This is an optimization exercise on Yosys and OpenROAD, whose aim is small area, not a production implementation.
The RTL was checked by simulation tests, not by an equivalence proof against the original design.
No activity file was given, so power comes from the tool's default toggle rates.

### design.v
`default_nettype none
module db_sw (input wire clk, input wire rst, input wire samp, input wire in, output reg out);
	reg oe;
	reg [1:0] r;
	wire d = in ^ oe;
	always @(posedge clk) begin
		out  <= oe & ~rst;
		oe   <= ~rst & (oe ^ (samp & d & r[1] & ~r[0]));
		r[1] <= ~rst & (samp ? d & r[0] : r[1]);
		r[0] <= ~rst & (samp ? d & ~r[1] : r[0]);
	end
endmodule
module db_btn (input wire clk, input wire rst, input wire samp, input wire apply, input wire in, output reg out);
	reg [2:0] j;
	wire d = in ^ out;
	wire due = j[2] & ~j[0] & (out ? ~j[1] : j[1]);
	wire flip = due & apply;
	always @(posedge clk) begin
		out  <= ~rst & (out ^ flip);
		j[0] <= ~rst & (samp ? d & ~j[2] : j[0]);
		j[1] <= ~rst & (samp ? d & j[0] : j[1] & ~flip);
		j[2] <= ~rst & (samp ? d & j[1] : j[2] & ~flip);
	end
endmodule
`default_nettype none
module glyph (input wire [3:0] c, output wire [6:0] g);
	assign g[0] = ~((c[1] & c[0]) | (~c[1] & ~c[0]) | (~c[3] & ~c[2] & ~c[0]) | (~c[3] & c[2] & c[0]));
	assign g[1] = (c[2] & c[0]) | (c[3] & c[1]);
	assign g[2] = (c[3] & c[1]) | (~c[2] & c[1] & c[0]) | (c[3] & ~c[2] & c[0]);
	assign g[3] = (c[3] & c[0]) | (c[3] & c[1]) | (~c[2] & ~c[1] & c[0]) | (~c[3] & c[2] & ~c[0]);
	assign g[4] = (c[3] & ~c[2]) | (c[2] & c[1]) | (c[3] & c[0]) | (c[1] & ~c[0]) | (~c[2] & ~c[1] & c[0]) | (~c[3] & c[2] & ~c[0]);
	assign g[5] = (c[3] & c[0]) | (~c[2] & c[0]) | (~c[2] & c[1]) | (~c[3] & c[2] & ~c[1] & ~c[0]);
	assign g[6] = ~((~c[3] & c[1]) | (~c[3] & c[2] & c[0]) | (c[3] & ~c[1] & ~c[0]));
endmodule
`default_nettype none
module dstep (input wire [3:0] h, input wire dn, output wire [3:0] t,
              output wire is0, output wire is5, output wire is9);
	assign t[0] = (~dn & ~h[2] & h[1] & h[0]) | (dn & ~h[2] & h[1] & ~h[0]) | (dn & h[2] & h[1] & h[0]) | (dn & ~h[2] & ~h[1] & h[0]) | (~dn & h[2] & ~h[1] & h[0]) | (~dn & h[2] & h[1] & ~h[0]) | (~dn & ~h[3] & ~h[2] & ~h[1] & ~h[0]) | (dn & ~h[3] & h[2] & ~h[1] & ~h[0]);
	assign t[1] = (~dn & ~h[2] & ~h[1] & h[0]) | (dn & h[2] & ~h[1] & h[0]) | (~dn & h[2] & h[1] & h[0]) | (dn & ~h[2] & h[1] & h[0]);
	assign t[2] = (dn & h[3] & ~h[2]) | (~dn & h[3] & h[2]) | (dn & h[2] & h[1] & ~h[0]) | (~dn & ~h[2] & h[1] & ~h[0]);
	assign t[3] = (~dn & h[3] & ~h[2]) | (dn & h[3] & h[2]) | (~dn & ~h[3] & h[2] & ~h[1] & ~h[0]) | (dn & ~h[3] & ~h[2] & ~h[1] & ~h[0]);
	assign is0 = (~h[3] & ~h[2] & ~h[1] & ~h[0]);
	assign is5 = (h[2] & h[1] & h[0]);
	assign is9 = (h[3] & ~h[2]);
endmodule
`default_nettype none
module Nexys3fpga (
	input 				clk100,
	input				rst,
	input				btnl, btnr,
	input				btnu, btnd,
	input				btns,
	input	[7:0]		sw,
	output	[7:0]		led,
	output 	[7:0]		seg,
	output	[3:0]		an
);
	reg [2:0] q;
	always @(posedge clk100) begin
		q[2] <= rst | q[1];
		q[1] <= ~rst & q[0];
		q[0] <= rst | (~q[2] & (~q[1] | q[0]));
	end
	wire samp = ~q[2] &  q[1] &  q[0];       
	wire c0   =  q[2] &  q[1] &  q[0];       
	wire c1   =  q[2] &  q[1] & ~q[0];       
	wire x0   =  q[2] & ~q[1] &  q[0];       
	wire s2   =  q[2] & ~q[1] & ~q[0];       
	wire s3   = ~q[2] & ~q[1] & ~q[0];       
	wire s4   = ~q[2] & ~q[1] &  q[0];       
	reg [3:0] ec;
	always @(posedge clk100) begin
		ec[3] <= rst | ec[2];
		ec[2] <= ~rst & ec[1];
		ec[1] <= rst | ec[0];
		ec[0] <= rst | (~ec[0] & ~ec[1] & ec[3]) | (~ec[2] & ~ec[3]);
	end
	wire t10_1 = ec[3] & ec[2] & ec[1];      
	wire b_s, b_l, b_u, b_r, b_d;
	genvar gi;
	generate for (gi = 0; gi < 8; gi = gi + 1) begin : SWD
		db_sw u (.clk(clk100), .rst(rst), .samp(samp), .in(sw[gi]), .out(led[gi]));
	end endgenerate
	db_btn UBS (.clk(clk100), .rst(rst), .samp(samp), .apply(1'b1), .in(btns), .out(b_s));
	db_btn UBL (.clk(clk100), .rst(rst), .samp(samp), .apply(~c0), .in(btnl), .out(b_l));
	db_btn UBU (.clk(clk100), .rst(rst), .samp(samp), .apply(~c0), .in(btnu), .out(b_u));
	db_btn UBR (.clk(clk100), .rst(rst), .samp(samp), .apply(~c0), .in(btnr), .out(b_r));
	db_btn UBD (.clk(clk100), .rst(rst), .samp(samp), .apply(~c0), .in(btnd), .out(b_d));
	reg rd, started;
	always @(posedge clk100) begin
		rd      <= ~rst & b_s;
		started <= ~rst & (started | b_s);
	end
	reg m_dn, m_up, m_fast;
	reg n_dn, n_up, n_fast;
	always @* begin
		case ({b_l, b_u, b_r, b_d})
			4'b1000, 4'b0001: {n_dn, n_up, n_fast} = 3'b100;
			4'b1001:          {n_dn, n_up, n_fast} = 3'b101;
			4'b0010, 4'b0100: {n_dn, n_up, n_fast} = 3'b010;
			4'b0110:          {n_dn, n_up, n_fast} = 3'b011;
			default:          {n_dn, n_up, n_fast} = 3'b000;
		endcase
	end
	always @(posedge clk100)
		if (rst || rd)
			{m_dn, m_up, m_fast} <= 3'b000;
		else if (c1)
			{m_dn, m_up, m_fast} <= {n_dn, n_up, n_fast};
	reg [1:0] h3;
	reg [3:0] h2, h1;
	wire [3:0] t1, t2;
	wire h1is0, h1is9, h2is0, h2is5, h2is9;
	dstep S1 (.h(h1), .dn(m_dn), .t(t1), .is0(h1is0), .is5(), .is9(h1is9));
	dstep S2 (.h(h2), .dn(m_dn), .t(t2), .is0(h2is0), .is5(h2is5), .is9(h2is9));
	wire h3z = ~h3[1] & ~h3[0];                  
	wire h3t =  h3[1] & ~h3[0];                  
	wire step = (m_fast ? t10_1 : c1) & (m_dn | m_up);
	wire en2  = step & (m_dn ? h1is0 : h1is9);
	wire wrap = m_dn ? (h2is0 & h3z) : (h2is5 & h3t);    
	wire en3  = en2 & (m_dn ? h2is0 : (h2is9 | wrap));
	wire [3:0] m2 = wrap ? 4'b0111 : t2;         
	wire [1:0] m3 = (h3[1] ^ h3[0] ^ m_dn) ? 2'b10 : 2'b01;
	wire hr = rst | rd;
	always @(posedge clk100) begin
		h1 <= {4{~hr}} & (h1 ^ ({4{step}} & t1));
		h2 <= {4{~hr}} & (h2 ^ ({4{en2}} & m2));
		h3 <= {2{~hr}} & (h3 ^ ({2{en3}} & m3));
	end
	reg [1:0] di;
	wire adv = started ? c0 : samp;
	always @(posedge clk100)
		if (rst || b_s)
			di <= 2'd0;
		else if (adv)
			di <= {di[1] ^ di[0], ~di[0]};
	assign an = ~(4'b0001 << di);
	localparam G_BLANK = 3'b010, G_A = 3'b011, G_B = 3'b001, G_C = 3'b101, G_F = 3'b110;
	reg [2:0] mg, mg_n;
	always @* begin
		if (!started || rd)       mg_n = G_BLANK;
		else if (c0)              mg_n = G_F;                  
		else if (c1)              mg_n = di[0] ? G_C : G_F;    
		else if (s2 || s3)        mg_n = G_A;                  
		else                      mg_n = G_B;                  
	end
	always @(posedge clk100)
		mg <= mg_n;
	reg [3:0] cr;
	reg       dpr;
	always @(posedge clk100)
		if (rst) begin
			cr <= 4'b1010; dpr <= 1'b1;          
		end else if (x0) begin
			cr <= 4'b1100; dpr <= 1'b0;          
		end else begin
			case (di)
				2'd0:    cr <= {1'b1, mg};
				2'd1:    cr <= h1;
				2'd2:    cr <= h2;
				default: cr <= {2'b00, h3};
			endcase
			dpr <= ~(di[1] & ~di[0]);
		end
	wire [6:0] gl;
	glyph GL (.c(cr), .g(gl));
	assign seg = {dpr, gl};
endmodule
`default_nettype wire
### flow/run.sh
#!/bin/bash
# The standard layout (standard.sh: the standard flow's config.mk, ORFS's own steps and
# synthesis script) with different arguments for three ORFS steps:
#  - synthesis leaves adders to abc (ADDER_MAP_FILE empty): Yosys's adder
#    extraction otherwise turns 2-input decodes into half-adder cells whose
#    sum output is unused.  Registers are untouched by this.
#  - port buffers use the smallest buffer, sky130_fd_sc_hd__buf_1 (every
#    input and output port still gets its own buffer);
#  - clock tree synthesis adds no dummy loads to balance the tree.
# Each tool's output is in the ORFS logs under orfs/logs/; make's output
# goes to standard.log.
set -euo pipefail
export ADDER_MAP_FILE=
export BUFFER_PORTS_ARGS="-buffer_cell sky130_fd_sc_hd__buf_1"
export CTS_ARGS="-sink_clustering_enable -repair_clock_nets -buf_list sky130_fd_sc_hd__clkbuf_8 -dont_use_dummy_load"
bash standard.sh finish > standard.log 2>&1
### standard.sh
#!/bin/bash
# synth_recipe.tcl (not shown) runs the flow's synth.tcl, then flattens the netlist and writes it again
# the make line also repeats each setting of config.mk as NAME=value (left out here)
make -C /OpenROAD-flow-scripts/flow DESIGN_CONFIG=/design/flow/config.mk WORK_HOME=/design/flow/orfs CLKGATE_MAP_FILE= SYNTH_SCRIPT=/design/flow/synth_recipe.tcl "${@:-finish}"
### config.mk
export PLATFORM = sky130hd
export DESIGN_NAME = Nexys3fpga
export DESIGN_NICKNAME = Nexys3fpga
export VERILOG_FILES = /design/flow/design.v
export SDC_FILE = /design/flow/constraint.sdc
export NUM_CORES = 4
export LEC_CHECK = 0
export CAP_MARGIN = 20
export CORE_MARGIN = 2
export CORE_UTILIZATION = 75
export CTS_BUF_LIST = sky130_fd_sc_hd__clkbuf_8
export PLACE_DENSITY = 0.8
export SLEW_MARGIN = 20
### constraint.sdc
create_clock -name core_clock -period 10.0 [get_ports {clk100}]
set_input_delay 2.0000 -clock core_clock [delete_from_list [all_inputs] [get_ports {clk100}]]
set_output_delay 2.0000 -clock core_clock [all_outputs]
set_load 0.01 [all_outputs]
==> run notes <==
## sequential cells by signal, summed over array words and instances, names as in the netlist, 3 cells and up
register and cells:
SWD.u.oe 8, UBS.j 3, ec 4, UBU.j 3
h2 4, UBD.j 3, h1 4, mg 3
SWD.u.r 16, UBR.j 3, q 3, UBL.j 3
SWD.u.out 8, cr 4
## per-stage QoR
stage / cell area [sq um] / instances / total power [mW]
after CTS: 4020 / 529 / 0.566
after global routing: 4020 / 529 / 0.585
after floorplan: 3840 / 453 / 0.380
final: 4020 / 529 / 0.563
after global placement: 3890 / 520 / 0.388
after detailed placement: 3890 / 520 / 0.389
## per-layer routing
metal,routed length (um),vias to the layer above
met5,0,-
li1,-,1563
met2,3200,59
met3,226,8
met1,3150,1389
met4,72,0
## cell families (layout without fill, tap and decap cells)
kind of cell / count (synthesis) / count (layout) / synth area share, %
AND/OR/NAND/NOR: 182 / 182 / 23.5
AO/OA/AOI/OAI: 91 / 91 / 14.8
flip-flops: 84 / 84 / 43.7
buffers and inverters: 48 / 54 / 5.63
XOR/XNOR: 26 / 26 / 5.92
multiplexers: 22 / 22 / 6.41
## final timing paths
kind | slack [ns] | end | from | cells after the start
setup / recovery | 6.48 | seg[5] | cr[2]$_SDFF_PP0_ | 5
hold / removal | 0.45 | ec[1]$_DFF_P_ | ec[0]$_DFF_P_ | 1
setup reg to reg | 7.54 | di[1]$_SDFFE_PP0P_ | q[1]$_DFF_P_ | 6
hold reg to reg | 0.45 | ec[1]$_DFF_P_ | ec[0]$_DFF_P_ | 1
## where the power goes
part           switching, mW  leakage [nW]  internal (mW)
logic                 0.0217         0.630         0.0141
clock network          0.101        0.0647         0.0805
registers            0.00642         0.680          0.340
total                  0.129          1.37          0.434
## worst max-delay path: cells and delay by family (launching register included)
family / cells / cell delay [ns]
AOI/OAI and AO/OA: 1 / 0.25
and+or+nand+nor: 2 / 0.23
DFF: 1 / 0.45
buffers and inverters: 2 / 0.25
## cell usage in the layout, fill, tap and decap left out, drive strengths merged, types with 4 or more instances in the layout
cell	instances
dfxtp	84
nor2	77
a21oi	41
buf	35
nand2	31
xnor2	21
mux2i	20
nor2b	15
nor3	13
o21ai	11
o211ai	10
clkbuf	10
inv	9
nor3b	9
a22oi	8
or2	7
nand3b	7
nand3	6
xor2	5
or3	5
a211oi	4
## final cells by class
type                            count  area (sq um)  share of cell area (%)
Multi-Input combinational cell    321          1950                    48.5
Sequential cell                    84          1680                    41.9
Timing Repair Buffer               36           144                    3.58
Clock buffer                        9           124                    3.08
Tap cell                           70          87.6                    2.18
Inverter                            9          33.8                   0.841
==> reports/metrics.csv <==
stage;metric;value;unit
finish;postLayoutCoreUtil;79.7;%
sta;timing.final.max_slew_violations;0;
die;design.core.area;0.00504;sq mm
min_path;class_of_the_worst_hold_path;reg2reg;
pwr;power_density;140;mW/mm^2
clocking;tritoncts;built;
die;start_util;76.3;%
global_route;grt_pass1_wl;10500;um
synth;cell_area_synth;0.00384;sq mm
route;drtPass1Iterations;4;
placed_design;place_worst_setup_slack;6.65;ns
route;drtIter0Drc;143;
clocking;path_clk_slew;0.07;ns
global_route;grt_start_max_net_pins;70;
finish;diodes;0;
finish;final_layout_size_suffix_gt1_share;5.66;%
global_route;grt.overflow.total;0;
global_route;grt_most_used_layer;met2;
route;route.detailed.drc;0;
sta;hold-worst-slack;0.453;ns
finish;nets;476;
sta;timing.final.hold_violations;0;
flow_run;max_cap_viol_count;0;
route;drt_wl_total;6660;um
sta;clock_skew;0.0219;ns
placed_design;detailedPlacementHpwl;4530;um
synth;number_of_warnings_issued_by_yosys;3;
placed_design;gpl.final_weighted_congestion;0.764;
critical_path;worst_setup_path_end_kind;primary output;
synth;ys_top_cells_by_area;dfxtp_1, nor2_1, a21oi_1, mux2i_1, xnor2_1;
synth;asyncSetResetFlopFracSynth;0;%
critical_path;crit_path_max_fanout;7;
clocking;postCtsResizedCells;0;
clocking;clk_root_buffer_cell;clkbuf_8;
sta;post-route-period-util;35.2;%
die;die_area;0.00572;sq mm
finish;fillerInstances;369;
global_route;grt_util_met3;6.08;%
synth;synth_commonest_cells;dfxtp_1, nor2_1, a21oi_1;
critical_path;slowest_stage;dfxtp_1;
status;outcome;no timing/DRC/antenna violations;
synth;synth_top_area_share;43.7;%
clocking;cts-hold-fix-buffers;0;
critical_path;critical_path_class;reg2out;
sta;setup_viol;0;
critical_path;critical_path.startpoint_type;flop;
synth;seq_area_frac_synth;43.7;%
synth;yosys.area.top_type;dfxtp_1;
global_route;grt_use_met2;39.9;%
pwr;vdd_drop_max;0.142;mV
sta;timing.final.crit_period;3.52;ns
critical_path;critical_path.max_stage_delay;0.45;ns
synth;synth.most_common_cell;dfxtp_1;
die;core.rowCount;26;
clocking;numCtsBuffers;9;
clocking;post-cts-setup-buffers;0;
die;chipHeight;75.6;um
global_route;grt_antenna_before_repair;0;
synth;synth-seq-cells;84;
route;final_antenna_net_count;0;
clocking;clock_tree.buffer_depth;2;
synth;synth_nets;468;
sta;achievable-frequency;284;MHz
clocking;clock_sink_count;84;
synth;yosys_most_used_dff;dfxtp_1;
die;die_w;75.6;um
synth;ys_types;47;
global_route;global_route.usage.total;23.9;%
sta;setup_slack;6.48;ns
clocking;clkLatencyLatePin;0.34;ns
route;routed_via_density;5.71;
finish;flow.area_growth_from_synthesis;4.49;%
global_route;grt_pass1_vias;2548;
die;boundaryPins;35;
critical_path;critPathArrivalTime;1.52;ns
synth;synth_area_per_cell;8.49;sq um
critical_path;critical_path_required;8.00;ns
sta;tightestPinTransition;0.900;ns
sta;rsz0062_at_grt;false;
global_route;global_route.usage.met1;29.2;%
placed_design;place.port_buffers;34;
clocking;cts-htree-levels;3;
sta;maxSlewHeadroom;39.8;%
route;vias;3019;
synth;netlist_instances;453;
critical_path;path_cells;inv_1 > nor2_1 > nor2b_1 > a221o_1 > buf_1;
synth;number_of_enable_type_register_cells_in_the_synthesized_netlist;0;
pwr;total_leakage_power;1.37;nW
route;wire_per_inst;12.6;um
sta;setup-tns-final;0;ns

[afterwards: timing with drivers on the ports]
How much do the figures lean on ideal ports? The routed layout below was timed once more, with nothing changed but the port constraints. Step 1, drivers: a clkbuf_16 drives clk100 and a buf_2 each remaining input, both assumed. Step 2 times the ports against the registers' clock, not the clock port: input delays grow and output delays shrink by t, the midpoint of the rising clock arrivals with the driver on. Three values: no drivers, after step 1, after step 2; two values: the first two.
t (ns): 0.360
setup slack, ns: 6.480 / 6.453 / 6.645
worst data-port slew with drivers (ns): 0.04
pins driven straight from the clock port: 1
After both steps setup and hold are still met in this run. For this run, drivers alone change the setup slack by -0.027 ns; drivers and shift together by +0.165 ns.
